Context: an optimization exercise on an open-source flow, tuned for small area and a short achievable clock period. The choices shown serve that exercise and are no tape-out recipe. At most, simulation tests tie the RTL to the original design; equivalence was not proved. Power and IR drop assume default switching activity.

Design neuron_l2, start of the top module:
module neuron_l2 (
    input clk,
    input reset,
    input enable,
    input startup,
    input signed [17*16-1:0] in,
    input signed [15:0] weight,
    output reg signed [15:0] out,
    output reg outvalid,
    output reg tmp3
);
For scale: ~310 I/O pins, roughly 22000 sq um of cells after synthesis.
export LEC_CHECK = 0
export CAP_MARGIN = 20
export CORE_MARGIN = 2
export CORE_UTILIZATION = 40
export CTS_CLUSTER_DIAMETER = 100
export CTS_CLUSTER_SIZE = 30
export SETUP_SLACK_MARGIN = 4.65
export SLEW_MARGIN = 20
create_clock -name core_clock -period 7.0 [get_ports {clk}]
standard.sh (not shown) runs the stock make flow with config.mk's settings and CLKGATE_MAP_FILE= SYNTH_SCRIPT=/design/flow/synth_recipe.tcl, a recipe that flattens the netlist after the stock synthesis.
==> flow/flow/run.sh <==
#!/bin/bash
# Standard layout, with plain buffers (not delay cells) on the ports.
set -euo pipefail
export BUFFER_PORTS_ARGS="-buffer_cell sky130_fd_sc_hd__buf_1"
bash standard.sh synth > make_synth.log 2>&1
bash standard.sh finish > make_finish.log 2>&1
The starting point completed without violations.
Edit:
Settings changed: SETUP_SLACK_MARGIN 4.65 to 4.6.
Effect: The changed run produced a clean layout; register-to-register slack gains 0.06 ns; synthesized area does not change; sequential power is about the same; count of clock-buffer cells in the layout came out lower by 1; utilization hardly moves; setup slack is about the same; cell area hardly moves; wire length goes down by 1.7%; non-clock buffer count rises by 4; sequential share of layout area is about the same; via count decreases by 0.50%.
Edit:
Settings changed: GPL_ROUTABILITY_DRIVEN from default to 0.
What happened: Global-route usage falls by 0.45 points; register-to-register slack gets worse by 0.08 ns; first-iteration DRC count rises by a few percent; routed wire length falls by a few percent; clock-buffer cell count does not change; cell count is about the same; critical path depth is unchanged; design area is about the same; clock power rises by roughly a tenth; die area does not change; setup slack hardly moves.
Edit:
Settings changed: GPL_ROUTABILITY_DRIVEN 0 to default, SETUP_SLACK_MARGIN 4.6 to 4.4.
- The new run passed the timing, DRC and antenna checks
- routed wire length grows by 4.1%
- critical path depth grows by 4
- sequential share of layout area grows by 0.40 points
- fmax shrinks by 2.1%
- area after synthesis is unchanged
- via count shrinks by about 0.5%
- setup slack gets worse by 0.052 ns

--- another note on this design; it stands on its own ---

==> inputs of run K <==
Design neuron_l2, start of the top module:
module neuron_l2 (
    input clk,
    input reset,
    input enable,
    input startup,
    input signed [17*16-1:0] in,
    input signed [15:0] weight,
    output reg signed [15:0] out,
    output reg outvalid,
    output reg tmp3
);
Settings: LEC_CHECK=0, CAP_MARGIN=20, CORE_MARGIN=2, CORE_UTILIZATION=40, CTS_CLUSTER_DIAMETER=100, CTS_CLUSTER_SIZE=30, SETUP_SLACK_MARGIN=4.5, SLEW_MARGIN=20; clock period 7.0 ns.
standard.sh (not shown) runs the stock make flow with config.mk's settings and CLKGATE_MAP_FILE= SYNTH_SCRIPT=/design/flow/synth_recipe.tcl, a recipe that flattens the netlist after the stock synthesis.
==> flow/flow/run.sh <==
#!/bin/bash
# Standard layout, with plain buffers (not delay cells) on the ports.
set -euo pipefail
export BUFFER_PORTS_ARGS="-buffer_cell sky130_fd_sc_hd__buf_1"
bash standard.sh synth > make_synth.log 2>&1
bash standard.sh finish > make_finish.log 2>&1
==> run B (differences from run K) <==
SETUP_SLACK_MARGIN = 4.65   (was 4.5)
==> flow_summary.yaml <==
worst_setup_path:
  cp-startpoint: "outvalid"
  rr_worst_depth: 7
run_status:
  status: "timing/DRC/antenna clean"
power:
  combinationalPower_mw: 4.53
drt:
  drtPass1Iterations: 7
timing:
  fmax_ghz: 0.3988
  fin_crit_sh: 0.3582
global_route:
  grt_usage: 0.2419
layout:
  layout_common_cells: "dfxtp_1 (487), buf_1 (289), mux2i_1 (208)"
The numbers above come from run B.

==> flow_summary.yaml <==
timing:
  fmax_ghz: 0.4002
power:
  combinationalPower_mw: 4.29
global_route:
  grt_usage: 0.2516
worst_setup_path:
  cp-startpoint: "tmp3"
run_status:
  status: "timing/DRC/antenna clean"
The numbers above come from run K.

No functional check of the RTL was part of any run of this note.

==> static timing again, ports no longer ideal <==
The flow's constraints put no driver on any port. The routed layouts listed below were extracted and timed again, unchanged, in two steps. Step 1 assumes that a clkbuf_16 drives the clock port and a buf_2 every other input. Step 2 adds t to the input delays and takes it off the output delays; t is the mean of the earliest and latest rising clock arrival at the registers after step 1. Input paths then give back, and output paths get back, about the clock's delay inside the block. Three values: ideal ports, drivers, drivers and shift; two values: the first two.
run | shift t [ns] | slack for setup (ns) | worst hold slack (ns) | slew at the worst register clock pin (ns)
the first run of note 1 | 0.633 | 4.572 / 4.517 / 4.199 | 0.327 / 0.327 / 0.327 | 0.11 / 0.11
the second run of note 1 | 0.635 | 4.570 / 4.516 / 4.054 | 0.327 / 0.327 / 0.327 | 0.12 / 0.12
the third run of note 1 | 0.631 | 4.572 / 4.516 / 4.112 | 0.328 / 0.328 / 0.328 | 0.11 / 0.11
the fourth run of note 1 | 0.635 | 4.520 / 4.470 / 3.925 | 0.327 / 0.327 / 0.327 | 0.11 / 0.11
run K | 0.627 | 4.501 / 4.449 / 3.998 | 0.331 / 0.331 / 0.331 | 0.12 / 0.12
run B | 0.633 | 4.492 / 4.436 / 4.149 | 0.328 / 0.328 / 0.328 | 0.12 / 0.12
After both steps setup and hold are still met in every run listed. For the fourth run of note 1, which loses most, drivers alone change the setup slack by -0.050 ns; drivers and shift together by -0.595 ns.
